Source: an optimization exercise on an open RTL-to-GDS flow (aim: small area, a short achievable clock period and few clock cycles per item). Production flows keep margins and buffers that such runs may drop.
Where RTL was checked, it was by simulation tests only, not by an equivalence proof against the original.
No functional check of the RTL was part of run 1.

==> flow/run.sh <==
#!/bin/bash
# synth_recipe.tcl (not shown) runs the flow's synth.tcl, then flattens the netlist and writes it again
# the make line also repeats each setting of config.mk as NAME=value (left out here)
make -C /OpenROAD-flow-scripts/flow DESIGN_CONFIG=/design/flow/config.mk WORK_HOME=/design/flow/orfs CLKGATE_MAP_FILE= SYNTH_SCRIPT=/design/flow/synth_recipe.tcl finish
==> flow/config.mk <==
export PLATFORM = sky130hd
export DESIGN_NAME = multiplier_iterative
export DESIGN_NICKNAME = multiplier_iterative
export VERILOG_FILES = /design/flow/design.v
export SDC_FILE = /design/flow/constraint.sdc
export NUM_CORES = 4
export LEC_CHECK = 0
export CAP_MARGIN = 20
export CORE_MARGIN = 2
export CORE_UTILIZATION = 60
export SLEW_MARGIN = 20
==> flow/constraint.sdc <==
create_clock -name core_clock -period 6.0 [get_ports {clk}]
set_input_delay 1.2000 -clock core_clock [delete_from_list [all_inputs] [get_ports {clk}]]
set_output_delay 1.2000 -clock core_clock [all_outputs]
set_load 0.01 [all_outputs]
==> flow/design.v <==
module multiplier_iterative(
    input clk,
    input logic valid_in,
    input logic[31:0] a,
    input logic[31:0] b,
    output logic valid_out,
    output logic[63:0] r
);
    logic [31:0] mc;                    
    logic [2:0] n;                      
    logic [63:0] x;                     
    logic [14:0] p;                     
    wire [3:0] ga = {|a[31:25], |a[31:17], |a[31:9], |a[31:1]};
    wire [3:0] gb = {|b[31:25], |b[31:17], |b[31:9], |b[31:1]};
    wire [3:0] ha = {|a[31:24], |a[31:16], |a[31:8], |a[31:0]};
    wire [3:0] hb = {|b[31:24], |b[31:16], |b[31:8], |b[31:0]};
    wire la = |(ha & ~ga);              
    wire lb = |(hb & ~gb);
    wire swap = |(ga & ~gb);            
    wire [3:0] gm = ga & gb;
    wire [31:0] mp = swap ? b : a;
    wire [31:0] mcs = swap ? a : b;
    wire lm = swap ? lb : la;
    logic [63:0] start;
    always @(*) begin
        if (gm[3])      start = {mp, 32'd0};
        else if (gm[2]) start = {mp[23:0], 40'd0};
        else if (gm[1]) start = {mp[15:0], 48'd0};
        else if (gm[0]) start = {mp[7:0], 56'd0};
        else            start = 64'd0;
        if (lm) start[31:0] = mcs;
    end
    wire [2:0] nm = {1'b0, gm[0]} + {1'b0, gm[1]} + {1'b0, gm[2]} + {1'b0, gm[3]};
    wire [31:0] pp0 = x[56] ? mc : 32'd0;
    wire [31:0] pp1 = x[57] ? mc : 32'd0;
    wire [31:0] pp2 = x[58] ? mc : 32'd0;
    wire [31:0] pp3 = x[59] ? mc : 32'd0;
    wire [31:0] pp4 = x[60] ? mc : 32'd0;
    wire [31:0] pp5 = x[61] ? mc : 32'd0;
    wire [31:0] pp6 = x[62] ? mc : 32'd0;
    wire [31:0] pp7 = x[63] ? mc : 32'd0;
    wire hs0 = pp0[6] ^ pp1[5];
    wire hc0 = pp0[6] & pp1[5];
    wire fs0 = pp0[7] ^ pp1[6] ^ pp2[5];
    wire fc0 = (pp0[7] & pp1[6]) | (pp0[7] & pp2[5]) | (pp1[6] & pp2[5]);
    wire hs1 = pp3[4] ^ pp4[3];
    wire hc1 = pp3[4] & pp4[3];
    wire fs1 = x[0] ^ pp0[8] ^ pp1[7];
    wire fc1 = (x[0] & pp0[8]) | (x[0] & pp1[7]) | (pp0[8] & pp1[7]);
    wire fs2 = pp2[6] ^ pp3[5] ^ pp4[4];
    wire fc2 = (pp2[6] & pp3[5]) | (pp2[6] & pp4[4]) | (pp3[5] & pp4[4]);
    wire hs2 = pp5[3] ^ pp6[2];
    wire hc2 = pp5[3] & pp6[2];
    wire fs3 = x[1] ^ pp0[9] ^ pp1[8];
    wire fc3 = (x[1] & pp0[9]) | (x[1] & pp1[8]) | (pp0[9] & pp1[8]);
    wire fs4 = pp2[7] ^ pp3[6] ^ pp4[5];
    wire fc4 = (pp2[7] & pp3[6]) | (pp2[7] & pp4[5]) | (pp3[6] & pp4[5]);
    wire fs5 = pp5[4] ^ pp6[3] ^ pp7[2];
    wire fc5 = (pp5[4] & pp6[3]) | (pp5[4] & pp7[2]) | (pp6[3] & pp7[2]);
    wire fs6 = x[2] ^ pp0[10] ^ pp1[9];
    wire fc6 = (x[2] & pp0[10]) | (x[2] & pp1[9]) | (pp0[10] & pp1[9]);
    wire fs7 = pp2[8] ^ pp3[7] ^ pp4[6];
    wire fc7 = (pp2[8] & pp3[7]) | (pp2[8] & pp4[6]) | (pp3[7] & pp4[6]);
    wire fs8 = pp5[5] ^ pp6[4] ^ pp7[3];
    wire fc8 = (pp5[5] & pp6[4]) | (pp5[5] & pp7[3]) | (pp6[4] & pp7[3]);
    wire fs9 = x[3] ^ pp0[11] ^ pp1[10];
    wire fc9 = (x[3] & pp0[11]) | (x[3] & pp1[10]) | (pp0[11] & pp1[10]);
    wire fs10 = pp2[9] ^ pp3[8] ^ pp4[7];
    wire fc10 = (pp2[9] & pp3[8]) | (pp2[9] & pp4[7]) | (pp3[8] & pp4[7]);
    wire fs11 = pp5[6] ^ pp6[5] ^ pp7[4];
    wire fc11 = (pp5[6] & pp6[5]) | (pp5[6] & pp7[4]) | (pp6[5] & pp7[4]);
    wire fs12 = x[4] ^ pp0[12] ^ pp1[11];
    wire fc12 = (x[4] & pp0[12]) | (x[4] & pp1[11]) | (pp0[12] & pp1[11]);
    wire fs13 = pp2[10] ^ pp3[9] ^ pp4[8];
    wire fc13 = (pp2[10] & pp3[9]) | (pp2[10] & pp4[8]) | (pp3[9] & pp4[8]);
    wire fs14 = pp5[7] ^ pp6[6] ^ pp7[5];
    wire fc14 = (pp5[7] & pp6[6]) | (pp5[7] & pp7[5]) | (pp6[6] & pp7[5]);
    wire fs15 = x[5] ^ pp0[13] ^ pp1[12];
    wire fc15 = (x[5] & pp0[13]) | (x[5] & pp1[12]) | (pp0[13] & pp1[12]);
    wire fs16 = pp2[11] ^ pp3[10] ^ pp4[9];
    wire fc16 = (pp2[11] & pp3[10]) | (pp2[11] & pp4[9]) | (pp3[10] & pp4[9]);
    wire fs17 = pp5[8] ^ pp6[7] ^ pp7[6];
    wire fc17 = (pp5[8] & pp6[7]) | (pp5[8] & pp7[6]) | (pp6[7] & pp7[6]);
    wire fs18 = x[6] ^ pp0[14] ^ pp1[13];
    wire fc18 = (x[6] & pp0[14]) | (x[6] & pp1[13]) | (pp0[14] & pp1[13]);
    wire fs19 = pp2[12] ^ pp3[11] ^ pp4[10];
    wire fc19 = (pp2[12] & pp3[11]) | (pp2[12] & pp4[10]) | (pp3[11] & pp4[10]);
    wire fs20 = pp5[9] ^ pp6[8] ^ pp7[7];
    wire fc20 = (pp5[9] & pp6[8]) | (pp5[9] & pp7[7]) | (pp6[8] & pp7[7]);
    wire fs21 = x[7] ^ pp0[15] ^ pp1[14];
    wire fc21 = (x[7] & pp0[15]) | (x[7] & pp1[14]) | (pp0[15] & pp1[14]);
    wire fs22 = pp2[13] ^ pp3[12] ^ pp4[11];
    wire fc22 = (pp2[13] & pp3[12]) | (pp2[13] & pp4[11]) | (pp3[12] & pp4[11]);
    wire fs23 = pp5[10] ^ pp6[9] ^ pp7[8];
    wire fc23 = (pp5[10] & pp6[9]) | (pp5[10] & pp7[8]) | (pp6[9] & pp7[8]);
    wire fs24 = x[8] ^ pp0[16] ^ pp1[15];
    wire fc24 = (x[8] & pp0[16]) | (x[8] & pp1[15]) | (pp0[16] & pp1[15]);
    wire fs25 = pp2[14] ^ pp3[13] ^ pp4[12];
    wire fc25 = (pp2[14] & pp3[13]) | (pp2[14] & pp4[12]) | (pp3[13] & pp4[12]);
    wire fs26 = pp5[11] ^ pp6[10] ^ pp7[9];
    wire fc26 = (pp5[11] & pp6[10]) | (pp5[11] & pp7[9]) | (pp6[10] & pp7[9]);
    wire fs27 = x[9] ^ pp0[17] ^ pp1[16];
    wire fc27 = (x[9] & pp0[17]) | (x[9] & pp1[16]) | (pp0[17] & pp1[16]);
    wire fs28 = pp2[15] ^ pp3[14] ^ pp4[13];
    wire fc28 = (pp2[15] & pp3[14]) | (pp2[15] & pp4[13]) | (pp3[14] & pp4[13]);
    wire fs29 = pp5[12] ^ pp6[11] ^ pp7[10];
    wire fc29 = (pp5[12] & pp6[11]) | (pp5[12] & pp7[10]) | (pp6[11] & pp7[10]);
    wire fs30 = x[10] ^ pp0[18] ^ pp1[17];
    wire fc30 = (x[10] & pp0[18]) | (x[10] & pp1[17]) | (pp0[18] & pp1[17]);
    wire fs31 = pp2[16] ^ pp3[15] ^ pp4[14];
    wire fc31 = (pp2[16] & pp3[15]) | (pp2[16] & pp4[14]) | (pp3[15] & pp4[14]);
    wire fs32 = pp5[13] ^ pp6[12] ^ pp7[11];
    wire fc32 = (pp5[13] & pp6[12]) | (pp5[13] & pp7[11]) | (pp6[12] & pp7[11]);
    wire fs33 = x[11] ^ pp0[19] ^ pp1[18];
    wire fc33 = (x[11] & pp0[19]) | (x[11] & pp1[18]) | (pp0[19] & pp1[18]);
    wire fs34 = pp2[17] ^ pp3[16] ^ pp4[15];
    wire fc34 = (pp2[17] & pp3[16]) | (pp2[17] & pp4[15]) | (pp3[16] & pp4[15]);
    wire fs35 = pp5[14] ^ pp6[13] ^ pp7[12];
    wire fc35 = (pp5[14] & pp6[13]) | (pp5[14] & pp7[12]) | (pp6[13] & pp7[12]);
    wire fs36 = x[12] ^ pp0[20] ^ pp1[19];
    wire fc36 = (x[12] & pp0[20]) | (x[12] & pp1[19]) | (pp0[20] & pp1[19]);
    wire fs37 = pp2[18] ^ pp3[17] ^ pp4[16];
    wire fc37 = (pp2[18] & pp3[17]) | (pp2[18] & pp4[16]) | (pp3[17] & pp4[16]);
    wire fs38 = pp5[15] ^ pp6[14] ^ pp7[13];
    wire fc38 = (pp5[15] & pp6[14]) | (pp5[15] & pp7[13]) | (pp6[14] & pp7[13]);
    wire fs39 = x[13] ^ pp0[21] ^ pp1[20];
    wire fc39 = (x[13] & pp0[21]) | (x[13] & pp1[20]) | (pp0[21] & pp1[20]);
    wire fs40 = pp2[19] ^ pp3[18] ^ pp4[17];
    wire fc40 = (pp2[19] & pp3[18]) | (pp2[19] & pp4[17]) | (pp3[18] & pp4[17]);
    wire fs41 = pp5[16] ^ pp6[15] ^ pp7[14];
    wire fc41 = (pp5[16] & pp6[15]) | (pp5[16] & pp7[14]) | (pp6[15] & pp7[14]);
    wire fs42 = x[14] ^ pp0[22] ^ pp1[21];
    wire fc42 = (x[14] & pp0[22]) | (x[14] & pp1[21]) | (pp0[22] & pp1[21]);
    wire fs43 = pp2[20] ^ pp3[19] ^ pp4[18];
    wire fc43 = (pp2[20] & pp3[19]) | (pp2[20] & pp4[18]) | (pp3[19] & pp4[18]);
    wire fs44 = pp5[17] ^ pp6[16] ^ pp7[15];
    wire fc44 = (pp5[17] & pp6[16]) | (pp5[17] & pp7[15]) | (pp6[16] & pp7[15]);
    wire fs45 = x[15] ^ pp0[23] ^ pp1[22];
    wire fc45 = (x[15] & pp0[23]) | (x[15] & pp1[22]) | (pp0[23] & pp1[22]);
    wire fs46 = pp2[21] ^ pp3[20] ^ pp4[19];
    wire fc46 = (pp2[21] & pp3[20]) | (pp2[21] & pp4[19]) | (pp3[20] & pp4[19]);
    wire fs47 = pp5[18] ^ pp6[17] ^ pp7[16];
    wire fc47 = (pp5[18] & pp6[17]) | (pp5[18] & pp7[16]) | (pp6[17] & pp7[16]);
    wire fs48 = x[16] ^ pp0[24] ^ pp1[23];
    wire fc48 = (x[16] & pp0[24]) | (x[16] & pp1[23]) | (pp0[24] & pp1[23]);
    wire fs49 = pp2[22] ^ pp3[21] ^ pp4[20];
    wire fc49 = (pp2[22] & pp3[21]) | (pp2[22] & pp4[20]) | (pp3[21] & pp4[20]);
    wire fs50 = pp5[19] ^ pp6[18] ^ pp7[17];
    wire fc50 = (pp5[19] & pp6[18]) | (pp5[19] & pp7[17]) | (pp6[18] & pp7[17]);
    wire fs51 = x[17] ^ pp0[25] ^ pp1[24];
    wire fc51 = (x[17] & pp0[25]) | (x[17] & pp1[24]) | (pp0[25] & pp1[24]);
    wire fs52 = pp2[23] ^ pp3[22] ^ pp4[21];
    wire fc52 = (pp2[23] & pp3[22]) | (pp2[23] & pp4[21]) | (pp3[22] & pp4[21]);
    wire fs53 = pp5[20] ^ pp6[19] ^ pp7[18];
    wire fc53 = (pp5[20] & pp6[19]) | (pp5[20] & pp7[18]) | (pp6[19] & pp7[18]);
    wire fs54 = x[18] ^ pp0[26] ^ pp1[25];
    wire fc54 = (x[18] & pp0[26]) | (x[18] & pp1[25]) | (pp0[26] & pp1[25]);
    wire fs55 = pp2[24] ^ pp3[23] ^ pp4[22];
    wire fc55 = (pp2[24] & pp3[23]) | (pp2[24] & pp4[22]) | (pp3[23] & pp4[22]);
    wire fs56 = pp5[21] ^ pp6[20] ^ pp7[19];
    wire fc56 = (pp5[21] & pp6[20]) | (pp5[21] & pp7[19]) | (pp6[20] & pp7[19]);
    wire fs57 = x[19] ^ pp0[27] ^ pp1[26];
    wire fc57 = (x[19] & pp0[27]) | (x[19] & pp1[26]) | (pp0[27] & pp1[26]);
    wire fs58 = pp2[25] ^ pp3[24] ^ pp4[23];
    wire fc58 = (pp2[25] & pp3[24]) | (pp2[25] & pp4[23]) | (pp3[24] & pp4[23]);
    wire fs59 = pp5[22] ^ pp6[21] ^ pp7[20];
    wire fc59 = (pp5[22] & pp6[21]) | (pp5[22] & pp7[20]) | (pp6[21] & pp7[20]);
    wire fs60 = x[20] ^ pp0[28] ^ pp1[27];
    wire fc60 = (x[20] & pp0[28]) | (x[20] & pp1[27]) | (pp0[28] & pp1[27]);
    wire fs61 = pp2[26] ^ pp3[25] ^ pp4[24];
    wire fc61 = (pp2[26] & pp3[25]) | (pp2[26] & pp4[24]) | (pp3[25] & pp4[24]);
    wire fs62 = pp5[23] ^ pp6[22] ^ pp7[21];
    wire fc62 = (pp5[23] & pp6[22]) | (pp5[23] & pp7[21]) | (pp6[22] & pp7[21]);
    wire fs63 = x[21] ^ pp0[29] ^ pp1[28];
    wire fc63 = (x[21] & pp0[29]) | (x[21] & pp1[28]) | (pp0[29] & pp1[28]);
    wire fs64 = pp2[27] ^ pp3[26] ^ pp4[25];
    wire fc64 = (pp2[27] & pp3[26]) | (pp2[27] & pp4[25]) | (pp3[26] & pp4[25]);
    wire fs65 = pp5[24] ^ pp6[23] ^ pp7[22];
    wire fc65 = (pp5[24] & pp6[23]) | (pp5[24] & pp7[22]) | (pp6[23] & pp7[22]);
    wire fs66 = x[22] ^ pp0[30] ^ pp1[29];
    wire fc66 = (x[22] & pp0[30]) | (x[22] & pp1[29]) | (pp0[30] & pp1[29]);
    wire fs67 = pp2[28] ^ pp3[27] ^ pp4[26];
    wire fc67 = (pp2[28] & pp3[27]) | (pp2[28] & pp4[26]) | (pp3[27] & pp4[26]);
    wire fs68 = pp5[25] ^ pp6[24] ^ pp7[23];
    wire fc68 = (pp5[25] & pp6[24]) | (pp5[25] & pp7[23]) | (pp6[24] & pp7[23]);
    wire fs69 = x[23] ^ pp0[31] ^ pp1[30];
    wire fc69 = (x[23] & pp0[31]) | (x[23] & pp1[30]) | (pp0[31] & pp1[30]);
    wire fs70 = pp2[29] ^ pp3[28] ^ pp4[27];
    wire fc70 = (pp2[29] & pp3[28]) | (pp2[29] & pp4[27]) | (pp3[28] & pp4[27]);
    wire fs71 = pp5[26] ^ pp6[25] ^ pp7[24];
    wire fc71 = (pp5[26] & pp6[25]) | (pp5[26] & pp7[24]) | (pp6[25] & pp7[24]);
    wire fs72 = x[24] ^ pp1[31] ^ pp2[30];
    wire fc72 = (x[24] & pp1[31]) | (x[24] & pp2[30]) | (pp1[31] & pp2[30]);
    wire fs73 = pp3[29] ^ pp4[28] ^ pp5[27];
    wire fc73 = (pp3[29] & pp4[28]) | (pp3[29] & pp5[27]) | (pp4[28] & pp5[27]);
    wire hs3 = pp6[26] ^ pp7[25];
    wire hc3 = pp6[26] & pp7[25];
    wire fs74 = x[25] ^ pp2[31] ^ pp3[30];
    wire fc74 = (x[25] & pp2[31]) | (x[25] & pp3[30]) | (pp2[31] & pp3[30]);
    wire fs75 = pp4[29] ^ pp5[28] ^ pp6[27];
    wire fc75 = (pp4[29] & pp5[28]) | (pp4[29] & pp6[27]) | (pp5[28] & pp6[27]);
    wire fs76 = x[26] ^ pp3[31] ^ pp4[30];
    wire fc76 = (x[26] & pp3[31]) | (x[26] & pp4[30]) | (pp3[31] & pp4[30]);
    wire hs4 = pp0[4] ^ pp1[3];
    wire hc4 = pp0[4] & pp1[3];
    wire fs77 = pp0[5] ^ pp1[4] ^ pp2[3];
    wire fc77 = (pp0[5] & pp1[4]) | (pp0[5] & pp2[3]) | (pp1[4] & pp2[3]);
    wire hs5 = pp3[2] ^ pp4[1];
    wire hc5 = pp3[2] & pp4[1];
    wire fs78 = hs0 ^ pp2[4] ^ pp3[3];
    wire fc78 = (hs0 & pp2[4]) | (hs0 & pp3[3]) | (pp2[4] & pp3[3]);
    wire fs79 = pp4[2] ^ pp5[1] ^ pp6[0];
    wire fc79 = (pp4[2] & pp5[1]) | (pp4[2] & pp6[0]) | (pp5[1] & pp6[0]);
    wire fs80 = fs0 ^ hs1 ^ pp5[2];
    wire fc80 = (fs0 & hs1) | (fs0 & pp5[2]) | (hs1 & pp5[2]);
    wire fs81 = pp6[1] ^ pp7[0] ^ hc0;
    wire fc81 = (pp6[1] & pp7[0]) | (pp6[1] & hc0) | (pp7[0] & hc0);
    wire fs82 = fs1 ^ fs2 ^ hs2;
    wire fc82 = (fs1 & fs2) | (fs1 & hs2) | (fs2 & hs2);
    wire fs83 = pp7[1] ^ fc0 ^ hc1;
    wire fc83 = (pp7[1] & fc0) | (pp7[1] & hc1) | (fc0 & hc1);
    wire fs84 = fs3 ^ fs4 ^ fs5;
    wire fc84 = (fs3 & fs4) | (fs3 & fs5) | (fs4 & fs5);
    wire fs85 = fc1 ^ fc2 ^ hc2;
    wire fc85 = (fc1 & fc2) | (fc1 & hc2) | (fc2 & hc2);
    wire fs86 = fs6 ^ fs7 ^ fs8;
    wire fc86 = (fs6 & fs7) | (fs6 & fs8) | (fs7 & fs8);
    wire fs87 = fc3 ^ fc4 ^ fc5;
    wire fc87 = (fc3 & fc4) | (fc3 & fc5) | (fc4 & fc5);
    wire fs88 = fs9 ^ fs10 ^ fs11;
    wire fc88 = (fs9 & fs10) | (fs9 & fs11) | (fs10 & fs11);
    wire fs89 = fc6 ^ fc7 ^ fc8;
    wire fc89 = (fc6 & fc7) | (fc6 & fc8) | (fc7 & fc8);
    wire fs90 = fs12 ^ fs13 ^ fs14;
    wire fc90 = (fs12 & fs13) | (fs12 & fs14) | (fs13 & fs14);
    wire fs91 = fc9 ^ fc10 ^ fc11;
    wire fc91 = (fc9 & fc10) | (fc9 & fc11) | (fc10 & fc11);
    wire fs92 = fs15 ^ fs16 ^ fs17;
    wire fc92 = (fs15 & fs16) | (fs15 & fs17) | (fs16 & fs17);
    wire fs93 = fc12 ^ fc13 ^ fc14;
    wire fc93 = (fc12 & fc13) | (fc12 & fc14) | (fc13 & fc14);
    wire fs94 = fs18 ^ fs19 ^ fs20;
    wire fc94 = (fs18 & fs19) | (fs18 & fs20) | (fs19 & fs20);
    wire fs95 = fc15 ^ fc16 ^ fc17;
    wire fc95 = (fc15 & fc16) | (fc15 & fc17) | (fc16 & fc17);
    wire fs96 = fs21 ^ fs22 ^ fs23;
    wire fc96 = (fs21 & fs22) | (fs21 & fs23) | (fs22 & fs23);
    wire fs97 = fc18 ^ fc19 ^ fc20;
    wire fc97 = (fc18 & fc19) | (fc18 & fc20) | (fc19 & fc20);
    wire fs98 = fs24 ^ fs25 ^ fs26;
    wire fc98 = (fs24 & fs25) | (fs24 & fs26) | (fs25 & fs26);
    wire fs99 = fc21 ^ fc22 ^ fc23;
    wire fc99 = (fc21 & fc22) | (fc21 & fc23) | (fc22 & fc23);
    wire fs100 = fs27 ^ fs28 ^ fs29;
    wire fc100 = (fs27 & fs28) | (fs27 & fs29) | (fs28 & fs29);
    wire fs101 = fc24 ^ fc25 ^ fc26;
    wire fc101 = (fc24 & fc25) | (fc24 & fc26) | (fc25 & fc26);
    wire fs102 = fs30 ^ fs31 ^ fs32;
    wire fc102 = (fs30 & fs31) | (fs30 & fs32) | (fs31 & fs32);
    wire fs103 = fc27 ^ fc28 ^ fc29;
    wire fc103 = (fc27 & fc28) | (fc27 & fc29) | (fc28 & fc29);
    wire fs104 = fs33 ^ fs34 ^ fs35;
    wire fc104 = (fs33 & fs34) | (fs33 & fs35) | (fs34 & fs35);
    wire fs105 = fc30 ^ fc31 ^ fc32;
    wire fc105 = (fc30 & fc31) | (fc30 & fc32) | (fc31 & fc32);
    wire fs106 = fs36 ^ fs37 ^ fs38;
    wire fc106 = (fs36 & fs37) | (fs36 & fs38) | (fs37 & fs38);
    wire fs107 = fc33 ^ fc34 ^ fc35;
    wire fc107 = (fc33 & fc34) | (fc33 & fc35) | (fc34 & fc35);
    wire fs108 = fs39 ^ fs40 ^ fs41;
    wire fc108 = (fs39 & fs40) | (fs39 & fs41) | (fs40 & fs41);
    wire fs109 = fc36 ^ fc37 ^ fc38;
    wire fc109 = (fc36 & fc37) | (fc36 & fc38) | (fc37 & fc38);
    wire fs110 = fs42 ^ fs43 ^ fs44;
    wire fc110 = (fs42 & fs43) | (fs42 & fs44) | (fs43 & fs44);
    wire fs111 = fc39 ^ fc40 ^ fc41;
    wire fc111 = (fc39 & fc40) | (fc39 & fc41) | (fc40 & fc41);
    wire fs112 = fs45 ^ fs46 ^ fs47;
    wire fc112 = (fs45 & fs46) | (fs45 & fs47) | (fs46 & fs47);
    wire fs113 = fc42 ^ fc43 ^ fc44;
    wire fc113 = (fc42 & fc43) | (fc42 & fc44) | (fc43 & fc44);
    wire fs114 = fs48 ^ fs49 ^ fs50;
    wire fc114 = (fs48 & fs49) | (fs48 & fs50) | (fs49 & fs50);
    wire fs115 = fc45 ^ fc46 ^ fc47;
    wire fc115 = (fc45 & fc46) | (fc45 & fc47) | (fc46 & fc47);
    wire fs116 = fs51 ^ fs52 ^ fs53;
    wire fc116 = (fs51 & fs52) | (fs51 & fs53) | (fs52 & fs53);
    wire fs117 = fc48 ^ fc49 ^ fc50;
    wire fc117 = (fc48 & fc49) | (fc48 & fc50) | (fc49 & fc50);
    wire fs118 = fs54 ^ fs55 ^ fs56;
    wire fc118 = (fs54 & fs55) | (fs54 & fs56) | (fs55 & fs56);
    wire fs119 = fc51 ^ fc52 ^ fc53;
    wire fc119 = (fc51 & fc52) | (fc51 & fc53) | (fc52 & fc53);
    wire fs120 = fs57 ^ fs58 ^ fs59;
    wire fc120 = (fs57 & fs58) | (fs57 & fs59) | (fs58 & fs59);
    wire fs121 = fc54 ^ fc55 ^ fc56;
    wire fc121 = (fc54 & fc55) | (fc54 & fc56) | (fc55 & fc56);
    wire fs122 = fs60 ^ fs61 ^ fs62;
    wire fc122 = (fs60 & fs61) | (fs60 & fs62) | (fs61 & fs62);
    wire fs123 = fc57 ^ fc58 ^ fc59;
    wire fc123 = (fc57 & fc58) | (fc57 & fc59) | (fc58 & fc59);
    wire fs124 = fs63 ^ fs64 ^ fs65;
    wire fc124 = (fs63 & fs64) | (fs63 & fs65) | (fs64 & fs65);
    wire fs125 = fc60 ^ fc61 ^ fc62;
    wire fc125 = (fc60 & fc61) | (fc60 & fc62) | (fc61 & fc62);
    wire fs126 = fs66 ^ fs67 ^ fs68;
    wire fc126 = (fs66 & fs67) | (fs66 & fs68) | (fs67 & fs68);
    wire fs127 = fc63 ^ fc64 ^ fc65;
    wire fc127 = (fc63 & fc64) | (fc63 & fc65) | (fc64 & fc65);
    wire fs128 = fs69 ^ fs70 ^ fs71;
    wire fc128 = (fs69 & fs70) | (fs69 & fs71) | (fs70 & fs71);
    wire fs129 = fc66 ^ fc67 ^ fc68;
    wire fc129 = (fc66 & fc67) | (fc66 & fc68) | (fc67 & fc68);
    wire fs130 = fs72 ^ fs73 ^ hs3;
    wire fc130 = (fs72 & fs73) | (fs72 & hs3) | (fs73 & hs3);
    wire fs131 = fc69 ^ fc70 ^ fc71;
    wire fc131 = (fc69 & fc70) | (fc69 & fc71) | (fc70 & fc71);
    wire fs132 = fs74 ^ fs75 ^ pp7[26];
    wire fc132 = (fs74 & fs75) | (fs74 & pp7[26]) | (fs75 & pp7[26]);
    wire fs133 = fc72 ^ fc73 ^ hc3;
    wire fc133 = (fc72 & fc73) | (fc72 & hc3) | (fc73 & hc3);
    wire fs134 = fs76 ^ pp5[29] ^ pp6[28];
    wire fc134 = (fs76 & pp5[29]) | (fs76 & pp6[28]) | (pp5[29] & pp6[28]);
    wire fs135 = pp7[27] ^ fc74 ^ fc75;
    wire fc135 = (pp7[27] & fc74) | (pp7[27] & fc75) | (fc74 & fc75);
    wire fs136 = x[27] ^ pp4[31] ^ pp5[30];
    wire fc136 = (x[27] & pp4[31]) | (x[27] & pp5[30]) | (pp4[31] & pp5[30]);
    wire fs137 = pp6[29] ^ pp7[28] ^ fc76;
    wire fc137 = (pp6[29] & pp7[28]) | (pp6[29] & fc76) | (pp7[28] & fc76);
    wire fs138 = x[28] ^ pp5[31] ^ pp6[30];
    wire fc138 = (x[28] & pp5[31]) | (x[28] & pp6[30]) | (pp5[31] & pp6[30]);
    wire hs6 = pp0[3] ^ pp1[2];
    wire hc6 = pp0[3] & pp1[2];
    wire fs139 = hs4 ^ pp2[2] ^ pp3[1];
    wire fc139 = (hs4 & pp2[2]) | (hs4 & pp3[1]) | (pp2[2] & pp3[1]);
    wire fs140 = fs77 ^ hs5 ^ pp5[0];
    wire fc140 = (fs77 & hs5) | (fs77 & pp5[0]) | (hs5 & pp5[0]);
    wire fs141 = fs78 ^ fs79 ^ fc77;
    wire fc141 = (fs78 & fs79) | (fs78 & fc77) | (fs79 & fc77);
    wire fs142 = fs80 ^ fs81 ^ fc78;
    wire fc142 = (fs80 & fs81) | (fs80 & fc78) | (fs81 & fc78);
    wire fs143 = fs82 ^ fs83 ^ fc80;
    wire fc143 = (fs82 & fs83) | (fs82 & fc80) | (fs83 & fc80);
    wire fs144 = fs84 ^ fs85 ^ fc82;
    wire fc144 = (fs84 & fs85) | (fs84 & fc82) | (fs85 & fc82);
    wire fs145 = fs86 ^ fs87 ^ fc84;
    wire fc145 = (fs86 & fs87) | (fs86 & fc84) | (fs87 & fc84);
    wire fs146 = fs88 ^ fs89 ^ fc86;
    wire fc146 = (fs88 & fs89) | (fs88 & fc86) | (fs89 & fc86);
    wire fs147 = fs90 ^ fs91 ^ fc88;
    wire fc147 = (fs90 & fs91) | (fs90 & fc88) | (fs91 & fc88);
    wire fs148 = fs92 ^ fs93 ^ fc90;
    wire fc148 = (fs92 & fs93) | (fs92 & fc90) | (fs93 & fc90);
    wire fs149 = fs94 ^ fs95 ^ fc92;
    wire fc149 = (fs94 & fs95) | (fs94 & fc92) | (fs95 & fc92);
    wire fs150 = fs96 ^ fs97 ^ fc94;
    wire fc150 = (fs96 & fs97) | (fs96 & fc94) | (fs97 & fc94);
    wire fs151 = fs98 ^ fs99 ^ fc96;
    wire fc151 = (fs98 & fs99) | (fs98 & fc96) | (fs99 & fc96);
    wire fs152 = fs100 ^ fs101 ^ fc98;
    wire fc152 = (fs100 & fs101) | (fs100 & fc98) | (fs101 & fc98);
    wire fs153 = fs102 ^ fs103 ^ fc100;
    wire fc153 = (fs102 & fs103) | (fs102 & fc100) | (fs103 & fc100);
    wire fs154 = fs104 ^ fs105 ^ fc102;
    wire fc154 = (fs104 & fs105) | (fs104 & fc102) | (fs105 & fc102);
    wire fs155 = fs106 ^ fs107 ^ fc104;
    wire fc155 = (fs106 & fs107) | (fs106 & fc104) | (fs107 & fc104);
    wire fs156 = fs108 ^ fs109 ^ fc106;
    wire fc156 = (fs108 & fs109) | (fs108 & fc106) | (fs109 & fc106);
    wire fs157 = fs110 ^ fs111 ^ fc108;
    wire fc157 = (fs110 & fs111) | (fs110 & fc108) | (fs111 & fc108);
    wire fs158 = fs112 ^ fs113 ^ fc110;
    wire fc158 = (fs112 & fs113) | (fs112 & fc110) | (fs113 & fc110);
    wire fs159 = fs114 ^ fs115 ^ fc112;
    wire fc159 = (fs114 & fs115) | (fs114 & fc112) | (fs115 & fc112);
    wire fs160 = fs116 ^ fs117 ^ fc114;
    wire fc160 = (fs116 & fs117) | (fs116 & fc114) | (fs117 & fc114);
    wire fs161 = fs118 ^ fs119 ^ fc116;
    wire fc161 = (fs118 & fs119) | (fs118 & fc116) | (fs119 & fc116);
    wire fs162 = fs120 ^ fs121 ^ fc118;
    wire fc162 = (fs120 & fs121) | (fs120 & fc118) | (fs121 & fc118);
    wire fs163 = fs122 ^ fs123 ^ fc120;
    wire fc163 = (fs122 & fs123) | (fs122 & fc120) | (fs123 & fc120);
    wire fs164 = fs124 ^ fs125 ^ fc122;
    wire fc164 = (fs124 & fs125) | (fs124 & fc122) | (fs125 & fc122);
    wire fs165 = fs126 ^ fs127 ^ fc124;
    wire fc165 = (fs126 & fs127) | (fs126 & fc124) | (fs127 & fc124);
    wire fs166 = fs128 ^ fs129 ^ fc126;
    wire fc166 = (fs128 & fs129) | (fs128 & fc126) | (fs129 & fc126);
    wire fs167 = fs130 ^ fs131 ^ fc128;
    wire fc167 = (fs130 & fs131) | (fs130 & fc128) | (fs131 & fc128);
    wire fs168 = fs132 ^ fs133 ^ fc130;
    wire fc168 = (fs132 & fs133) | (fs132 & fc130) | (fs133 & fc130);
    wire fs169 = fs134 ^ fs135 ^ fc132;
    wire fc169 = (fs134 & fs135) | (fs134 & fc132) | (fs135 & fc132);
    wire fs170 = fs136 ^ fs137 ^ fc134;
    wire fc170 = (fs136 & fs137) | (fs136 & fc134) | (fs137 & fc134);
    wire fs171 = fs138 ^ pp7[29] ^ fc136;
    wire fc171 = (fs138 & pp7[29]) | (fs138 & fc136) | (pp7[29] & fc136);
    wire fs172 = x[29] ^ pp6[31] ^ pp7[30];
    wire fc172 = (x[29] & pp6[31]) | (x[29] & pp7[30]) | (pp6[31] & pp7[30]);
    wire hs7 = pp0[2] ^ pp1[1];
    wire hc7 = pp0[2] & pp1[1];
    wire fs173 = hs6 ^ pp2[1] ^ pp3[0];
    wire fc173 = (hs6 & pp2[1]) | (hs6 & pp3[0]) | (pp2[1] & pp3[0]);
    wire fs174 = fs139 ^ pp4[0] ^ hc6;
    wire fc174 = (fs139 & pp4[0]) | (fs139 & hc6) | (pp4[0] & hc6);
    wire fs175 = fs140 ^ hc4 ^ fc139;
    wire fc175 = (fs140 & hc4) | (fs140 & fc139) | (hc4 & fc139);
    wire fs176 = fs141 ^ hc5 ^ fc140;
    wire fc176 = (fs141 & hc5) | (fs141 & fc140) | (hc5 & fc140);
    wire fs177 = fs142 ^ fc79 ^ fc141;
    wire fc177 = (fs142 & fc79) | (fs142 & fc141) | (fc79 & fc141);
    wire fs178 = fs143 ^ fc81 ^ fc142;
    wire fc178 = (fs143 & fc81) | (fs143 & fc142) | (fc81 & fc142);
    wire fs179 = fs144 ^ fc83 ^ fc143;
    wire fc179 = (fs144 & fc83) | (fs144 & fc143) | (fc83 & fc143);
    wire fs180 = fs145 ^ fc85 ^ fc144;
    wire fc180 = (fs145 & fc85) | (fs145 & fc144) | (fc85 & fc144);
    wire fs181 = fs146 ^ fc87 ^ fc145;
    wire fc181 = (fs146 & fc87) | (fs146 & fc145) | (fc87 & fc145);
    wire fs182 = fs147 ^ fc89 ^ fc146;
    wire fc182 = (fs147 & fc89) | (fs147 & fc146) | (fc89 & fc146);
    wire fs183 = fs148 ^ fc91 ^ fc147;
    wire fc183 = (fs148 & fc91) | (fs148 & fc147) | (fc91 & fc147);
    wire fs184 = fs149 ^ fc93 ^ fc148;
    wire fc184 = (fs149 & fc93) | (fs149 & fc148) | (fc93 & fc148);
    wire fs185 = fs150 ^ fc95 ^ fc149;
    wire fc185 = (fs150 & fc95) | (fs150 & fc149) | (fc95 & fc149);
    wire fs186 = fs151 ^ fc97 ^ fc150;
    wire fc186 = (fs151 & fc97) | (fs151 & fc150) | (fc97 & fc150);
    wire fs187 = fs152 ^ fc99 ^ fc151;
    wire fc187 = (fs152 & fc99) | (fs152 & fc151) | (fc99 & fc151);
    wire fs188 = fs153 ^ fc101 ^ fc152;
    wire fc188 = (fs153 & fc101) | (fs153 & fc152) | (fc101 & fc152);
    wire fs189 = fs154 ^ fc103 ^ fc153;
    wire fc189 = (fs154 & fc103) | (fs154 & fc153) | (fc103 & fc153);
    wire fs190 = fs155 ^ fc105 ^ fc154;
    wire fc190 = (fs155 & fc105) | (fs155 & fc154) | (fc105 & fc154);
    wire fs191 = fs156 ^ fc107 ^ fc155;
    wire fc191 = (fs156 & fc107) | (fs156 & fc155) | (fc107 & fc155);
    wire fs192 = fs157 ^ fc109 ^ fc156;
    wire fc192 = (fs157 & fc109) | (fs157 & fc156) | (fc109 & fc156);
    wire fs193 = fs158 ^ fc111 ^ fc157;
    wire fc193 = (fs158 & fc111) | (fs158 & fc157) | (fc111 & fc157);
    wire fs194 = fs159 ^ fc113 ^ fc158;
    wire fc194 = (fs159 & fc113) | (fs159 & fc158) | (fc113 & fc158);
    wire fs195 = fs160 ^ fc115 ^ fc159;
    wire fc195 = (fs160 & fc115) | (fs160 & fc159) | (fc115 & fc159);
    wire fs196 = fs161 ^ fc117 ^ fc160;
    wire fc196 = (fs161 & fc117) | (fs161 & fc160) | (fc117 & fc160);
    wire fs197 = fs162 ^ fc119 ^ fc161;
    wire fc197 = (fs162 & fc119) | (fs162 & fc161) | (fc119 & fc161);
    wire fs198 = fs163 ^ fc121 ^ fc162;
    wire fc198 = (fs163 & fc121) | (fs163 & fc162) | (fc121 & fc162);
    wire fs199 = fs164 ^ fc123 ^ fc163;
    wire fc199 = (fs164 & fc123) | (fs164 & fc163) | (fc123 & fc163);
    wire fs200 = fs165 ^ fc125 ^ fc164;
    wire fc200 = (fs165 & fc125) | (fs165 & fc164) | (fc125 & fc164);
    wire fs201 = fs166 ^ fc127 ^ fc165;
    wire fc201 = (fs166 & fc127) | (fs166 & fc165) | (fc127 & fc165);
    wire fs202 = fs167 ^ fc129 ^ fc166;
    wire fc202 = (fs167 & fc129) | (fs167 & fc166) | (fc129 & fc166);
    wire fs203 = fs168 ^ fc131 ^ fc167;
    wire fc203 = (fs168 & fc131) | (fs168 & fc167) | (fc131 & fc167);
    wire fs204 = fs169 ^ fc133 ^ fc168;
    wire fc204 = (fs169 & fc133) | (fs169 & fc168) | (fc133 & fc168);
    wire fs205 = fs170 ^ fc135 ^ fc169;
    wire fc205 = (fs170 & fc135) | (fs170 & fc169) | (fc135 & fc169);
    wire fs206 = fs171 ^ fc137 ^ fc170;
    wire fc206 = (fs171 & fc137) | (fs171 & fc170) | (fc137 & fc170);
    wire fs207 = fs172 ^ fc138 ^ fc171;
    wire fc207 = (fs172 & fc138) | (fs172 & fc171) | (fc138 & fc171);
    wire fs208 = x[30] ^ pp7[31] ^ fc172;
    wire fc208 = (x[30] & pp7[31]) | (x[30] & fc172) | (pp7[31] & fc172);
    wire [40:0] s = {1'b0, x[31], fs208, fs207, fs206, fs205, fs204, fs203, fs202, fs201, fs200, fs199, fs198, fs197, fs196, fs195, fs194, fs193, fs192, fs191, fs190, fs189, fs188, fs187, fs186, fs185, fs184, fs183, fs182, fs181, fs180, fs179, fs178, fs177, fs176, fs175, fs174, fs173, hs7, pp0[1], pp0[0]};
    wire [40:0] c = {1'b0, fc208, fc207, fc206, fc205, fc204, fc203, fc202, fc201, fc200, fc199, fc198, fc197, fc196, fc195, fc194, fc193, fc192, fc191, fc190, fc189, fc188, fc187, fc186, fc185, fc184, fc183, fc182, fc181, fc180, fc179, fc178, fc177, fc176, fc175, fc174, fc173, hc7, pp2[0], pp1[0], 1'b0};
    function automatic [4:0] add4(input [3:0] u, input [3:0] v, input ci);
        add4 = {1'b0, u} + {1'b0, v} + {4'd0, ci};
    endfunction
    logic [4:0] sg [0:15];
    integer j;
    always @(*) begin
        for (j = 0; j < 10; j = j + 1)
            sg[j] = add4(s[4*j +: 4], c[4*j +: 4], (j >= 3) ? p[j-3] : 1'b0);
        sg[10] = add4(x[35:32], {3'd0, s[40] | c[40]}, p[7]);    
        for (j = 11; j < 16; j = j + 1)
            sg[j] = add4(x[4*j-8 +: 4], 4'd0, p[j-3]);
    end
    logic [63:0] xs;
    logic [14:0] ps;
    logic [63:0] pw;
    always @(*) begin
        for (j = 0; j < 16; j = j + 1) xs[4*j +: 4] = sg[j][3:0];
        for (j = 0; j < 15; j = j + 1) ps[j] = sg[j][4];
        pw = 64'd0;
        for (j = 0; j < 15; j = j + 1) pw[4*j+4] = p[j];
    end
    assign r = x + pw;
    always_ff @(posedge clk) begin
        if (valid_in) begin
            mc <= mcs;
            x <= start;
            p <= 15'd0;
            n <= nm;
            valid_out <= !gm[0];
        end else if (!valid_out) begin
            x <= xs;
            p <= ps;
            n <= n - 1'b1;
            if (n == 3'd1) valid_out <= 1'b1;
        end
    end
endmodule
==> results of run 1 <==
==> worst paths after layout <==
| check | startpoint | endpoint | slack [ns] |
|---|---|---|---|
| max | x[8] | r[63] | 0.47 |
| min | p[13] | p[13] | 0.50 |
| max reg2reg | x[60] | x[22] | 0.94 |
| min reg2reg | p[13] | p[13] | 0.50 |
==> synth_stat cells (all sizes together) (5+ instances only) <==
cell / count / area [um^2]
dfxtp: 16 / 320
a21boi: 6 / 45.1
or3: 5 / 31.3
a211oi: 5 / 37.5
o22ai: 11 / 68.8
edfxtp: 99 / 2970
o2bb2ai: 9 / 78.8
nor2b: 14 / 87.6
a221oi: 20 / 175
a31oi: 9 / 71.3
inv: 345 / 1290
xnor2: 61 / 534
nand3: 33 / 165
nor3: 16 / 90.1
nor4: 12 / 93.8
nand2: 270 / 1010
fa: 227 / 4540
buf: 22 / 126
clkbuf: 56 / 210
a21oi: 50 / 254
a22o: 23 / 201
nand4: 12 / 81.3
a21o: 21 / 158
o211ai: 8 / 60.1
and2: 117 / 732
and3: 12 / 75.1
mux2i: 19 / 190
o21ai: 40 / 200
nor2: 57 / 214
o221ai: 5 / 43.8
xor2: 26 / 228
and4: 6 / 52.6
a2bb2oi: 13 / 114
ha: 66 / 826
==> logic make-up after synthesis <==
group / Yosys count
AND/OR/NAND/NOR: 567
XOR/XNOR: 87
flip-flops: 115
adder cells (fa/ha/maj): 293
AO/OA/AOI/OAI: 250
buffers and inverters: 424
multiplexers: 23
==> metrics by stage <==
| step | instances |
|---|---|
| 2_1_floorplan | 1759 |
| 4_1_cts | 2200 |
| 3_3_place_gp | 2168 |
| 3_5_place_dp | 2168 |
| 6_report | 2200 |
| 5_1_grt | 2200 |
==> critical path: cells and delay by family, from the launching register on <==
family          cells  cell delay (ns)
xor+xnor            1             0.32
fa+ha+maj           1             0.35
simple gates        2             0.53
compound gates      4             1.69
buf+inv             1             0.60
flops               1             0.41
==> sequential cells by signal, summed over array words and instances, names as in the netlist <==
name       count
mc            32
x             64
p             15
valid_out      1
n              3
==> layout make-up <==
type	instances	area, um^2	share of cell area (%)
timing repair buffer	152	1460	8.14
inverter	346	1300	7.22
tap	335	419	2.33
sequential	115	3290	18.3
clock inverter	15	205	1.14
multi-input combinational	1220	10900	60.5
clock buffer	17	425	2.36
==> layer usage <==
layer | part of all wire (%) | track usage (%)
met3 | 9.9 | 6.41
met5 | 0 | 0
met1 | 41 | 52.2
met2 | 45 | 56.7
met4 | 4.7 | 16.5
==> qor.csv, run 1 <==
metric,value,unit
"Hold Vio Cnt, Final",0,
clk root buf,clkbuf_16,
Synth cell types,70,
hold crit path type,reg -> reg,
CP max stage delay,0.64,ns
yosys warns,2,
Num CTS Buffers,17,
clk sink count,115,
I/O Buffers,130,
layout net count,2211,
postcts setup bufs,0,
DR iter-0 viols,1537,
syn_area_per_cell,8.99,um^2
mux share of post-synthesis cell area,1.49,%
all-layer global routing usage,37.0,%
CP required,4.80,ns
Min Hold Slack,0.500,ns
Die W,166,um
r2r worst-path depth,12,
Clock Tree Buf Depth,2,
Die Ht,166,um
placed cell area,0.0174,mm^2
Detailed Route WL,49600,um
"Worst Setup Slack, final",0.469,ns
CP max-delay cell,o21ai_0,
Crit path top cell by count,o21ai_0,
antenna-violating nets left,0,
Tmin final,5.53,ns
Final Skew,0.0153,ns
Worst Tran Pin Value,1.03,ns
Antenna diodes,0,
Placeable Area,0.0260,mm^2
synthesized net count,2118,
htree depth,4,
register area share after synthesis,20.8,%
starting density of the core,60.8,%
fin crit share,92.2,%
Post-Synth Adder-Cell Area,34.0,%
clk latency of the worst-skew pair,0.43,ns
"most common cell after layout, fill and taps aside",inv_1,
"Design Area, Final",0.0180,mm^2
RSZ-0062 raised after global routing,no,
max cap viols,0,
grt total ovfl,0,
routed len/inst,22.6,um
via density per instance,6.05,
CTS resizes,0,
main combinational cell family by area after synthesis,adder cells,
largest net degree at the start of global routing,76,
drt pass-1 iters,5,
hold depth,2,
vias in the first global route,13900,
post-synthesis xor/xnor area fraction,4.82,%
fmax,181,MHz
first-pass GRT wire length,78000,um
"Arr. time, crit path",4.33,ns
"FF+latch count, synth",115,
TNS Setup,0,ns
via count,13300,
initial antenna violation count,1,
most frequent cells in the layout,"345 x inv_1, 269 x nand2_1, 227 x fa_1",
layout cell share with drive strength beyond 1,3.91,%
gpl congestion,0.986,
simple logic cell fraction of the synthesized area,17.3,%
clock-pin slew on the worst setup and hold paths,0.06,ns
number of synthesized flops with an enable pin,99,
Die Area,0.0277,mm^2
fin util,69.2,%
# IOs,131,
Critical Path Fanout Max,4,
DP HPWL,38400,um
Final setup violation count,0,
status,"complete, no violations",
crit start category,register,
Mapped Area,0.0158,mm^2
Layout fillers,2117,
hold buffer count at cts,0,
Mapped Cells,1759,
pre-CTS setup slack,1.03,ns
Layout area overhead,13.8,%
CTS tree,yes,
async set or reset register ratio after synthesis,0,%
Slew Limit Headroom,31.5,%
"Primary FF master, synth",edfxtp_1,
critical path class,reg -> out,
Rows,59,
CP Cell Sequence,ha_1 -> nand3_1 -> o21ai_0 -> nand4_1 -> a211oi_1 -> o21ai_0 -> a21oi_1 -> xor2_1 -> clkdlybuf4s50_1,
DRC viols,0,
Worst setup EP type,primary output,
Synth Area in Compound Gates,11.3,%
max-slew violation count,0,
==> run 2, diff against run 1 <==
--- a/flow/design.v
+++ b/flow/design.v
@@ -9,7 +9,7 @@
     logic [31:0] mc;                    
     logic [2:0] n;                      
     logic [63:0] x;                     
-    logic [14:0] p;                     
+    logic [6:0] p;                      
     wire [3:0] ga = {|a[31:25], |a[31:17], |a[31:9], |a[31:1]};
     wire [3:0] gb = {|b[31:25], |b[31:17], |b[31:9], |b[31:1]};
     wire [3:0] ha = {|a[31:24], |a[31:16], |a[31:8], |a[31:0]};
@@ -475,38 +475,40 @@
     wire fc208 = (x[30] & pp7[31]) | (x[30] & fc172) | (pp7[31] & fc172);
     wire [40:0] s = {1'b0, x[31], fs208, fs207, fs206, fs205, fs204, fs203, fs202, fs201, fs200, fs199, fs198, fs197, fs196, fs195, fs194, fs193, fs192, fs191, fs190, fs189, fs188, fs187, fs186, fs185, fs184, fs183, fs182, fs181, fs180, fs179, fs178, fs177, fs176, fs175, fs174, fs173, hs7, pp0[1], pp0[0]};
     wire [40:0] c = {1'b0, fc208, fc207, fc206, fc205, fc204, fc203, fc202, fc201, fc200, fc199, fc198, fc197, fc196, fc195, fc194, fc193, fc192, fc191, fc190, fc189, fc188, fc187, fc186, fc185, fc184, fc183, fc182, fc181, fc180, fc179, fc178, fc177, fc176, fc175, fc174, fc173, hc7, pp2[0], pp1[0], 1'b0};
-    function automatic [4:0] add4(input [3:0] u, input [3:0] v, input ci);
-        add4 = {1'b0, u} + {1'b0, v} + {4'd0, ci};
+    function automatic [8:0] add8(input [7:0] u, input [7:0] v, input ci);
+        logic [7:0] g, t, gg, tt;
+        integer k, m;
+        g = u & v;
+        t = u ^ v;
+        g[0] = g[0] | (t[0] & ci);
+        gg = g;
+        tt = t;
+        for (m = 1; m < 8; m = m * 2)
+            for (k = 7; k >= m; k = k - 1) begin
+                gg[k] = gg[k] | (tt[k] & gg[k-m]);
+                tt[k] = tt[k] & tt[k-m];
+            end
+        add8 = {gg[7], t ^ {gg[6:0], ci}};
     endfunction
-    logic [4:0] sg [0:15];
-    integer j;
-    always @(*) begin
-        for (j = 0; j < 10; j = j + 1)
-            sg[j] = add4(s[4*j +: 4], c[4*j +: 4], (j >= 3) ? p[j-3] : 1'b0);
-        sg[10] = add4(x[35:32], {3'd0, s[40] | c[40]}, p[7]);    
-        for (j = 11; j < 16; j = j + 1)
-            sg[j] = add4(x[4*j-8 +: 4], 4'd0, p[j-3]);
-    end
-    logic [63:0] xs;
-    logic [14:0] ps;
-    logic [63:0] pw;
-    always @(*) begin
-        for (j = 0; j < 16; j = j + 1) xs[4*j +: 4] = sg[j][3:0];
-        for (j = 0; j < 15; j = j + 1) ps[j] = sg[j][4];
-        pw = 64'd0;
-        for (j = 0; j < 15; j = j + 1) pw[4*j+4] = p[j];
-    end
-    assign r = x + pw;
+    wire [8:0] s0 = add8(s[7:0], c[7:0], 1'b0);
+    wire [8:0] s1 = add8(s[15:8], c[15:8], 1'b0);
+    wire [8:0] s2 = add8(s[23:16], c[23:16], p[0]);
+    wire [8:0] s3 = add8(s[31:24], c[31:24], p[1]);
+    wire [8:0] s4 = add8(s[39:32], c[39:32], p[2]);
+    wire [8:0] s5 = add8(x[39:32], {7'd0, s[40] | c[40]}, p[3]);    
+    wire [8:0] s6 = add8(x[47:40], 8'd0, p[4]);
+    wire [8:0] s7 = add8(x[55:48], 8'd0, p[5]);
+    assign r = x + {p[6], 7'd0, p[5], 7'd0, p[4], 7'd0, p[3], 7'd0, p[2], 7'd0, p[1], 7'd0, p[0], 8'd0};
     always_ff @(posedge clk) begin
         if (valid_in) begin
             mc <= mcs;
             x <= start;
-            p <= 15'd0;
+            p <= 7'd0;
             n <= nm;
             valid_out <= !gm[0];
         end else if (!valid_out) begin
-            x <= xs;
-            p <= ps;
+            x <= {s7[7:0], s6[7:0], s5[7:0], s4[7:0], s3[7:0], s2[7:0], s1[7:0], s0[7:0]};
+            p <= {s6[8], s5[8], s4[8], s3[8], s2[8], s1[8], s0[8]};
             n <= n - 1'b1;
             if (n == 3'd1) valid_out <= 1'b1;
         end
--- a/flow/config.mk
+++ b/flow/config.mk
@@ -8,4 +8,5 @@
 export CAP_MARGIN = 20
 export CORE_MARGIN = 2
 export CORE_UTILIZATION = 60
+export CTS_BUF_LIST = sky130_fd_sc_hd__clkbuf_8 sky130_fd_sc_hd__clkbuf_4
 export SLEW_MARGIN = 20
==> run 2 against run 1 <==
  * Register-to-register slack got worse by 0.40 ns
  * Synthesized cell count down 5.7%
  * Via count down 7.9%
  * Clock skew is 0.00076 ns lower
  * Die area fell by 4.4%
  * Sequential cell count down 8
  * Critical path depth increased by 7
  * Critical path type is now reg -> reg
==> qor.csv, run 2 <==
metric,value,unit,change
clk sink count,107,,-7.0%
post-synth top area share,28.9,%,+0.16 points
"Hold Vio Cnt, Final",0,,unchanged
"Arr. time, crit path",5.69,ns,+1.36 ns
critical path class,reg -> reg,,
CP max-delay cell,edfxtp_1,,
r2r startpoint,x[56],,
Antenna diodes,0,,unchanged
register ranked first by flip-flop count,x,,
largest registers,"x x64, mc x32, p x7",,
starting density of the core,60.5,%,-0.36 points
status,"complete, no violations",,
Final setup violation count,0,,unchanged
Die Ht,163,um,-2.2%
vias in the first global route,12200,,-12%
number of synthesized flops with an enable pin,99,,unchanged
Detailed Route WL,44800,um,-9.7%
Synth cell types,66,,-5.7%
"Design Area, Final",0.0168,mm^2,-6.3%
"FF+latch count, synth",107,,-7.0%
reg2reg end,x[23],,
DP HPWL,35500,um,-7.5%
dominant cell type by area after synthesis,fa_1,,
gpl congestion,0.970,,-1.6%
Mapped Area,0.0151,mm^2,-4.5%
Mapped Cells,1659,,-5.7%
layout cell share with drive strength beyond 1,3.43,%,-0.48 points
hold crit path type,reg -> reg,,
fmax,183,MHz,+1.3%
Layout fillers,2067,,-2.4%
Min Hold Slack,0.499,ns,-0.000780 ns
TNS Setup,0,ns,unchanged
Worst Tran Pin Value,0.953,ns,-0.0749 ns
clk root buf,clkbuf_8,,
Tmin final,5.46,ns,-0.0697 ns
register area share after synthesis,20.7,%,-0.079 points
drt pass-1 iters,6,,+1
syn_area_per_cell,9.10,um^2,+1.3%
Placeable Area,0.0250,mm^2,-3.9%
htree depth,3,,-1
antenna-violating nets left,0,,unchanged
initial antenna violation count,1,,unchanged
CTS tree,yes,,
yosys warns,1,,-1
fin crit share,91.0,%,-1.2 points
placed cell count,2061,,-4.9%
CP Cell Sequence,nand2_1 -> fa_1 -> inv_1 -> fa_1 -> inv_1 -> fa_1 -> inv_1 -> fa_1 -> ha_1 -> nor2b_1 -> o21ai_0 -> a21boi_0 -> o21ai_0 -> a21oi_1 -> or4b_2 -> o211ai_1,,
clk latency of the worst-skew pair,0.39,ns,-0.04 ns
via density per instance,5.90,,-2.4%
DR iter-0 viols,1341,,-13%
Crit path top cell by count,fa_1,,
max cap viols,0,,unchanged
postcts setup bufs,0,,unchanged
CP required,6.23,ns,+1.43 ns
# IOs,131,,unchanged
crit start category,register,,
most common library cells after synthesis,"365 x inv_1, 218 x fa_1, 196 x nand2_1",,
Non-Filler Instances,2077,,-5.6%
all-layer global routing usage,35.5,%,-1.6 points
Worst setup EP type,register,,
grt total ovfl,0,,unchanged
synthesized net count,2002,,-5.5%
"most common cell after layout, fill and taps aside",inv_1,,
R2R Setup Slk,0.54,ns,-0.40 ns
Slew Limit Headroom,36.0,%,+4.5 points
clock-pin slew on the worst setup and hold paths,0.11,ns,+0.05 ns
most frequent cell after synthesis,inv_1,,
async set or reset register ratio after synthesis,0,%,unchanged
hold depth,2,,unchanged
most frequent cells in the layout,"365 x inv_1, 218 x fa_1, 195 x nand2_1",,
DRC viols,0,,unchanged
routed len/inst,21.6,um,-4.3%
Clock Tree Buf Depth,2,,unchanged
Rows,58,,-1.7%
Die W,163,um,-2.2%
r2r worst-path depth,16,,+4
placed cell area,0.0166,mm^2,-4.1%
max FFs per register,64,,unchanged
first-pass GRT wire length,70500,um,-9.6%
CP max stage delay,0.93,ns,+0.29 ns
hold endpoint,p[4],,
hold buffer count at cts,0,,unchanged
fin util,67.5,%,-1.7 points
Num CTS Buffers,9,,-8
CTS resizes,0,,unchanged
Critical Path Fanout Max,15,,+11
main area contributors after synthesis,"fa_1 29%, edfxtp_1 20%, inv_1 9.1%",,
layout net count,2085,,-5.7%
Layout area overhead,11.6,%,
largest net degree at the start of global routing,51,,-33%
max-slew violation count,0,,unchanged
Hold Path Origin,p[4],,
Die Area,0.0265,mm^2,-4.4%
RSZ-0062 raised after global routing,no,,
Final Skew,0.0145,ns,-0.000760 ns
"Primary FF master, synth",edfxtp_1,,
via count,12300,,-7.9%
I/O Buffers,130,,unchanged
run 2: cell types whose count changed in the layout (fill, tap and decap cells not counted), moves of 9 or more:
cell	change
nand2_1	-74
a22o_1	-22
inv_1	+20
mux2i_1	+19
clkbuf_16	-17
a21o_1	-12
a2bb2oi_1	-11
o22ai_1	+11
clkbuf_8	+9
fa_1	-9
run 2: kinds of logic (layout without fill, tap and decap cells):
logic type	Yosys count	count (layout)	share of synthesized area, %
xor gates and xnor gates	86	86	4.99
DFF	107	107	20.7
and+or+nand+nor	481	481	15.8
buffers and inverters	448	536	11.7
adders and majority gates	277	277	33.8
AOI/OAI and AO/OA	213	213	9.79
muxes	47	47	3.22
run 2: area by class of cell:
type / instances / area [um^2] / share of cell area (%)
Timing Repair Buffer: 155 / 1500 / 8.90
Sequential cell: 107 / 3130 / 18.6
Inverter: 365 / 1370 / 8.13
Clock buffer: 9 / 124 / 0.735
Clock inverter: 7 / 77.6 / 0.460
Multi-Input combinational cell: 1104 / 10200 / 60.7
Tap cell: 330 / 413 / 2.45
run 2: layer usage:
metal	global-route usage (%)	vias up	part of all wire [%]
li1	-	5450	-
met1	52.1	6015	42
met2	53.6	685	44
met3	6.21	104	11
met4	12.0	2	3.2
met5	0	-	0.029
run 2: metrics by stage:
step / setup slack (ns)
after floorplan: 1.03
after global placement: 0.710
after detailed placement: 0.588
after CTS: 0.582
after global routing: 0.180
final: 0.539
run 2: worst max path at each step:
stage | startpoint | endpoint | slack, ns | cells past startpoint
4_1_cts | x[56] | p[2] | 0.58 | 16
5_1_grt | x[56] | p[2] | 0.18 | 16
2_1_floorplan | x[58] | x[22] | 1.03 | 17
3_3_place_gp | x[56] | x[14] | 0.71 | 17
3_5_place_dp | x[56] | p[2] | 0.59 | 16
6_report | x[56] | x[23] | 0.54 | 16
run 2: critical path, delay by kind of cell, from the launching register on:
family	cells	cell delay, ns
DFF	1	0.93
adders and majority gates	5	2.41
buffers and inverters	3	0.17
AOI/OAI and AO/OA	5	0.87
and+or+nand+nor	3	0.93
Testbench counts of run 2, summed over its fixed seeds: cycles 61,899, items 24,000.
==> run 3, diff against run 2 <==
--- a/flow/config.mk
+++ b/flow/config.mk
@@ -8,5 +8,4 @@
 export CAP_MARGIN = 20
 export CORE_MARGIN = 2
 export CORE_UTILIZATION = 60
-export CTS_BUF_LIST = sky130_fd_sc_hd__clkbuf_8 sky130_fd_sc_hd__clkbuf_4
 export SLEW_MARGIN = 20
==> run 3 against run 2 <==
  * Cell count is the same
  * Synthesized area is the same
  * Critical path type unchanged
  * Highest routed layer unchanged
  * First-iteration DRC count shrank 5.3%
  * Global-route usage grew 0.14 points
  * Clock-buffer cell count is the same
==> qor.csv, run 3 <==
metric,value,unit,change
status,"complete, no violations",,
layout cell share with drive strength beyond 1,3.43,%,unchanged
Crit path top cell by count,fa_1,,
hold buffer count at cts,0,,unchanged
clk latency of the worst-skew pair,0.37,ns,-0.02 ns
Die Area,0.0265,mm^2,unchanged
"Primary FF master, synth",edfxtp_1,,
most frequent cell after synthesis,inv_1,,
CP required,6.26,ns,+0.03 ns
DRC viols,0,,unchanged
CP Cell Sequence,nand2_1 -> fa_1 -> inv_1 -> fa_1 -> inv_1 -> fa_1 -> fa_1 -> fa_1 -> fa_1 -> nor2b_1 -> o21ai_0 -> a21boi_0 -> o21ai_0 -> a21oi_1 -> o21ai_0 -> a221oi_1,,
reg2reg end,p[2],,
Layout area overhead,12.3,%,
Final Skew,0.0102,ns,-0.00431 ns
starting density of the core,60.5,%,unchanged
CP max stage delay,0.91,ns,-0.02 ns
r2r startpoint,x[56],,
"Arr. time, crit path",5.72,ns,+0.03 ns
critical path class,reg -> reg,,
hold depth,2,,unchanged
max FFs per register,64,,unchanged
largest registers,"x x64, mc x32, p x7",,
routed len/inst,21.7,um,+0.57%
max cap viols,0,,unchanged
Placeable Area,0.0250,mm^2,unchanged
Antenna diodes,0,,unchanged
via count,12300,,+0.64%
most common library cells after synthesis,"365 x inv_1, 218 x fa_1, 196 x nand2_1",,
Mapped Cells,1659,,unchanged
post-synth top area share,28.9,%,unchanged
all-layer global routing usage,35.6,%,+0.14 points
buffers plus inverters on the worst setup path,2,,-1
hold endpoint,p[4],,
drt pass-1 iters,5,,-1
Synth cell types,66,,unchanged
Die W,163,um,unchanged
# IOs,131,,unchanged
clk sink count,107,,unchanged
placed cell count,2061,,unchanged
CTS tree,yes,,
largest net degree at the start of global routing,51,,unchanged
clk root buf,clkbuf_16,,
yosys warns,1,,unchanged
antenna-violating nets left,0,,unchanged
first-pass GRT wire length,70800,um,+0.38%
Final setup violation count,0,,unchanged
R2R Setup Slk,0.54,ns,about the same
placed cell area,0.0166,mm^2,unchanged
Hold Path Origin,p[4],,
Top delay family on crit path,adder cells,,
fmax,183,MHz,about the same
Rows,58,,unchanged
"Design Area, Final",0.0170,mm^2,+0.60%
DR iter-0 viols,1270,,-5.3%
"most common cell after layout, fill and taps aside",inv_1,,
layout net count,2085,,unchanged
Min Hold Slack,0.490,ns,-0.00910 ns
async set or reset register ratio after synthesis,0,%,unchanged
postcts setup bufs,0,,unchanged
Slew Limit Headroom,37.1,%,+1.1 points
vias in the first global route,12300,,+0.47%
Critical Path Fanout Max,15,,unchanged
synthesized net count,2002,,unchanged
clock-pin slew on the worst setup and hold paths,0.08,ns,-0.03 ns
DP HPWL,35500,um,unchanged
htree depth,3,,unchanged
grt total ovfl,0,,unchanged
r2r worst-path depth,16,,unchanged
Die Ht,163,um,unchanged
fin util,67.9,%,+0.41 points
TNS Setup,0,ns,unchanged
syn_area_per_cell,9.10,um^2,unchanged
max-slew violation count,0,,unchanged
CP max-delay cell,edfxtp_1,,
Worst setup EP type,register,,
register ranked first by flip-flop count,x,,
Worst Tran Pin Value,0.936,ns,-0.0170 ns
hold crit path type,reg -> reg,,
Non-Filler Instances,2077,,unchanged
Detailed Route WL,45100,um,+0.57%
CTS resizes,0,,unchanged
Mapped Area,0.0151,mm^2,unchanged
RSZ-0062 raised after global routing,no,,
"Hold Vio Cnt, Final",0,,unchanged
fin crit share,91.0,%,about the same
dominant cell type by area after synthesis,fa_1,,
most frequent cells in the layout,"365 x inv_1, 218 x fa_1, 195 x nand2_1",,
I/O Buffers,130,,unchanged
via density per instance,5.94,,+0.64%
main area contributors after synthesis,"fa_1 29%, edfxtp_1 20%, inv_1 9.1%",,
Tmin final,5.46,ns,-0.000893 ns
"FF+latch count, synth",107,,unchanged
gpl congestion,0.970,,unchanged
number of synthesized flops with an enable pin,99,,unchanged
initial antenna violation count,1,,unchanged
crit start category,register,,
Clock Tree Buf Depth,2,,unchanged
register area share after synthesis,20.7,%,unchanged
Num CTS Buffers,9,,unchanged
==> run 3: logic make-up after synthesis <==
group           count (synthesis)  share of synthesized area [%]
compound gates                213                           9.79
xor+xnor                       86                           4.99
fa+ha+maj                     277                           33.8
buf+inv                       448                           11.7
flops                         107                           20.7
mux                            47                           3.22
simple gates                  481                           15.8
==> run 3: routing by layer <==
metal	share of wire [%]	track usage, %	vias to the layer above	wire, um
met5	0.029	0	-	13
met4	3.5	13.4	2	1580
met3	10	6.39	107	4560
met2	44	53.5	700	19700
met1	43	51.9	6077	19200
li1	-	-	5448	-
==> run 3: worst max-delay path by stage <==
stage	end	from	depth (start not counted)	slack [ns]
floorplan	x[22]	x[58]	17	1.03
global placement	x[14]	x[56]	17	0.71
detailed placement	p[2]	x[56]	16	0.59
CTS	p[2]	x[56]	16	0.53
global route	p[2]	x[56]	16	0.1
finish	p[2]	x[56]	16	0.54
==> run 3: layout make-up <==
cell class,instances,area (um^2)
fillers,2057,8010
well taps,330,413
multi-input cells,1104,10200
clock buffers,9,225
flip-flops and latches,107,3130
inverters,365,1370
repair buffers,155,1500
clock inverters,7,77.6
==> run 3: tightest hold or removal path, delay by kind of cell, from the launching register on <==
kind | cells | cell delay, ns
AO/OA/AOI/OAI | 1 | 0.07
flip-flops | 1 | 0.32
buffers and inverters | 1 | 0.05
==> run 3: through the flow <==
stage,setup WS (ns)
floorplan,1.03
global placement,0.710
detailed placement,0.588
CTS,0.528
global route,0.0969
finish,0.540

[static timing again, ports no longer ideal]
The results above use ideal ports. As a check the final layouts listed here were re-extracted and re-timed, cells and wires unchanged.
Step 1, drivers: a clkbuf_16 drives clk and a buf_2 each remaining input, both assumed.
Step 2 times the ports against the registers' clock, not the clock port: input delays grow and output delays shrink by t, the midpoint of the rising clock arrivals with the driver on.
Slacks: ideal / step 1 / step 2; pairs: ideal / step 1.
run	shift t [ns]	setup slack, ns	worst setup path at the end
run 1	0.468	0.469 / 0.421 / 0.889	register to output
run 2	0.427	0.539 / 0.539 / 0.539	register to register
run 3	0.410	0.540 / 0.540 / 0.540	register to register
After both steps every run listed still meets setup and hold.
